Background: an optimization exercise with open tools, aiming at small area. Do not read the settings as production practice.
Function was checked by simulation only, so behaviour that the tests miss may differ from the original.
Power and IR drop assume default switching activity.

// cpu
module cpu(
    input clk,                           
    input RST,                           
    output [23:0] AB,                    
    output sync,                         
    input [7:0] DI,                      
    output reg [7:0] DO,                 
    output WE,                           
    input IRQ,                           
    input NMI,                           
    input RDY,                           
    input debug );
==> flow/config.mk <==
export PLATFORM = sky130hd
export DESIGN_NAME = cpu
export DESIGN_NICKNAME = cpu
export VERILOG_FILES = /design/flow/design.v
export SDC_FILE = /design/flow/constraint.sdc
export NUM_CORES = 4
export LEC_CHECK = 0
export ABC_AREA = 1
export CAP_MARGIN = 20
export CORE_MARGIN = 2
export CORE_UTILIZATION = 65
export GPL_TIMING_DRIVEN = 0
export SLEW_MARGIN = 20
==> flow/constraint.sdc <==
create_clock -name core_clock -period 14.0 [get_ports {clk}]
set_input_delay 2.8000 -clock core_clock [delete_from_list [all_inputs] [get_ports {clk}]]
set_output_delay 2.8000 -clock core_clock [all_outputs]
set_load 0.01 [all_outputs]
standard.sh (not shown) runs the stock make flow with config.mk's settings and CLKGATE_MAP_FILE= SYNTH_SCRIPT=/design/flow/synth_recipe.tcl, a recipe that flattens the netlist after the stock synthesis.
==> flow/flow/run.sh <==
#!/bin/bash
# Own layout flow: the standard flow (standard.sh) with these changes in how
# the layout is made:
#  - synthesis maps the logic with an area-oriented ABC script (flow/abc_area.script)
#    instead of ORFS's; the registers are the standard synthesis's
#  - the repair_design after global placement may not use the large drive strengths
#    listed in flow/place_dont_use (later steps, CTS and timing repair, may)
#  - CTS clusters more sinks per buffer and inserts no dummy loads (flow/cts_args)
#  - the port buffers are the smallest buffer cell (flow/buffer_ports_args)
# Each tool's output is in the ORFS logs; make's own output is in standard_flow.log.
set -euo pipefail
W=$PWD
rm -rf "$W/own_scripts"
cp -r "$FLOW_HOME/scripts" "$W/own_scripts"
cp "$W/flow/abc_area.script" "$W/own_scripts/abc_area.script"
# placement repair_design: extra dont_use list
python3 - "$W/own_scripts/resize.tcl" "$W/flow/place_dont_use" <<'PY'
import sys
f, du = sys.argv[1], open(sys.argv[2]).read().split()
t = open(f).read()
old = "set_dont_use $::env(DONT_USE_CELLS)\n"
assert old in t
t = t.replace(old, old + "set_dont_use {%s}\n" % " ".join(du), 1)
open(f, "w").write(t)
PY
export SCRIPTS_DIR="$W/own_scripts"
export CTS_ARGS="$(cat "$W/flow/cts_args")"
export BUFFER_PORTS_ARGS="$(cat "$W/flow/buffer_ports_args")"
bash standard.sh > "$W/standard_flow.log" 2>&1
==> flow/flow/abc_area.script <==
strash
&get -n
&deepsyn -T 120
&put
strash
dch -f
amap -F 3 -A 8
strash
dch -f
amap -F 3 -A 8
strash
dch -f
amap -F 3 -A 8
strash
dch -f
amap -F 3 -A 8
strash
dch -f
amap -F 3 -A 8
topo
==> flow/flow/buffer_ports_args <==
-buffer_cell sky130_fd_sc_hd__buf_1
==> flow/flow/cts_args <==
-sink_clustering_enable -repair_clock_nets -dont_use_dummy_load -sink_clustering_size 25 -sink_clustering_max_diameter 80
==> flow/flow/place_dont_use <==
sky130_fd_sc_hd__*_4 sky130_fd_sc_hd__*_8 sky130_fd_sc_hd__*_12 sky130_fd_sc_hd__*_16 sky130_fd_sc_hd__buf_6
Then changed:
==> flow/flow/abc_area.script (replaced) <==
strash
&get -n
&deepsyn -T 120
&put
strash
dch -f
amap
strash
dch -f
amap
strash
dch -f
amap
strash
dch -f
amap
strash
dch -f
amap
strash
dch -f
amap
topo
The changed run completed with no timing, DRC or antenna violations.
Cell area rose by 0.76%.
Worst setup slack gets better by 0.054 ns.
Core utilization rose by 0.20 points.
Worst hold slack gets better by 0.037 ns.
Wire length rose by 5.4%.
Clock skew rose by 0.021 ns.
Synthesized cell count rose by 3.0%.
Register-to-register slack gets worse by 1.1 ns.
Sequential share of layout area fell by 0.46 points.
Die area rose by 0.73%.

========
cpu, a different RTL version from the one above (not shown whole).
Size in the first run: roughly 48 I/O pins, about 0.026 mm² of cells after synthesis.
==> flow/config.mk <==
export PLATFORM = sky130hd
export DESIGN_NAME = cpu
export DESIGN_NICKNAME = cpu
export VERILOG_FILES = /design/flow/design.v
export SDC_FILE = /design/flow/constraint.sdc
export NUM_CORES = 4
export LEC_CHECK = 0
export ABC_AREA = 1
export CAP_MARGIN = 20
export CORE_MARGIN = 2
export CORE_UTILIZATION = 65
export GPL_TIMING_DRIVEN = 0
export SLEW_MARGIN = 20
==> flow/constraint.sdc <==
create_clock -name core_clock -period 14.0 [get_ports {clk}]
set_input_delay 2.8000 -clock core_clock [delete_from_list [all_inputs] [get_ports {clk}]]
set_output_delay 2.8000 -clock core_clock [all_outputs]
set_load 0.01 [all_outputs]
==> flow/flow/run.sh <==
#!/bin/bash
# Own layout flow: the standard flow (standard.sh) with these changes in how
# the layout is made:
#  - synthesis maps the logic with an area-oriented ABC script (flow/abc_area.script)
#    instead of ORFS's; the registers are the standard synthesis's
#  - CTS clusters more sinks per buffer and inserts no dummy loads (flow/cts_args)
#  - the port buffers are the smallest buffer cell (flow/buffer_ports_args)
# Each tool's output is in the ORFS logs; make's own output is in standard_flow.log.
set -euo pipefail
W=$PWD
rm -rf "$W/own_scripts"
cp -r "$FLOW_HOME/scripts" "$W/own_scripts"
cp "$W/flow/abc_area.script" "$W/own_scripts/abc_area.script"
export SCRIPTS_DIR="$W/own_scripts"
if [[ -f "$W/flow/cts_args" ]]; then
  export CTS_ARGS="$(cat "$W/flow/cts_args")"
fi
if [[ -f "$W/flow/buffer_ports_args" ]]; then
  export BUFFER_PORTS_ARGS="$(cat "$W/flow/buffer_ports_args")"
fi
bash standard.sh > "$W/standard_flow.log" 2>&1
==> flow/flow/abc_area.script <==
strash
&get -n
&deepsyn -T 300
&put
dch -f
amap
strash
dch -f
amap
topo
Scripts as last shown in full above: flow/flow/buffer_ports_args, flow/flow/cts_args
The first run completed with no timing, DRC or antenna violations.
Edit:
==> flow/flow/run.sh (replaced) <==
#!/bin/bash
# Own layout flow: the standard flow (standard.sh), with two changes in how
# the layout is made:
#  - synthesis maps the logic with an area-oriented ABC script (flow/abc_area.script)
#    instead of ORFS's, which buffers and upsizes; registers are untouched
#  - CTS uses smaller clock buffers and no dummy loads (optional, see CTS_ARGS)
set -euo pipefail
W=$PWD
rm -rf "$W/own_scripts"
cp -r "$FLOW_HOME/scripts" "$W/own_scripts"
cp "$W/flow/abc_area.script" "$W/own_scripts/abc_area.script"
export SCRIPTS_DIR="$W/own_scripts"
if [[ -f "$W/flow/cts_args" ]]; then
  export CTS_ARGS="$(cat "$W/flow/cts_args")"
fi
bash standard.sh > "$W/standard_flow.log" 2>&1
==> flow/flow/abc_area.script (replaced) <==
strash
&get -n
&deepsyn -T 120
&put
dch -f
amap
topo
- CAP_MARGIN: 20 -> 0
- SLEW_MARGIN: 20 -> 0
removed: flow/flow/buffer_ports_args
removed: flow/flow/cts_args
What happened:
- The new run finished with max-capacitance violations, max-slew violations left
- total power went up by 1.8%
- synthesized cell count hardly moves
- via count climbs by about 5%
- register-to-register slack improves by 0.33 ns
- worst hold slack is worse by 0.037 ns
- wire length grows by 10%
- fmax hardly moves
- global-route usage went up by 4.3 points
- sequential power is lower by about 3%
- non-clock buffer count drops by 18
- critical path depth grows by 5

re-timing with driven ports:
Ports are ideal in the flow. The routed layouts listed here were re-timed in OpenROAD. Step 1, drivers: a clkbuf_16 drives clk and a buf_2 each remaining input, both assumed. Step 2 adds t to the input delays and takes it off the output delays; t is the mean of the earliest and latest rising clock arrival at the registers after step 1. Input paths then give back, and output paths get back, about the clock's delay inside the block. a / b / c = no drivers / after step 1 / after step 2; a / b = the first two.
run | shift t [ns] | setup WS [ns] | worst setup path at the end
the first run of note 1 | 0.639 | 0.342 / 0.284 / 0.923 | register to output
the second run of note 1 | 0.641 | 0.396 / 0.340 / 0.947 | register to register
the first run of note 2 | 0.639 | 0.555 / 0.497 / 0.565 | input to output
the second run of note 2 | 0.693 | 0.542 / 0.483 / 0.541 | input to output
For the second run of note 2, which loses most, drivers alone change the setup slack by -0.059 ns; drivers and shift together by -0.001 ns.
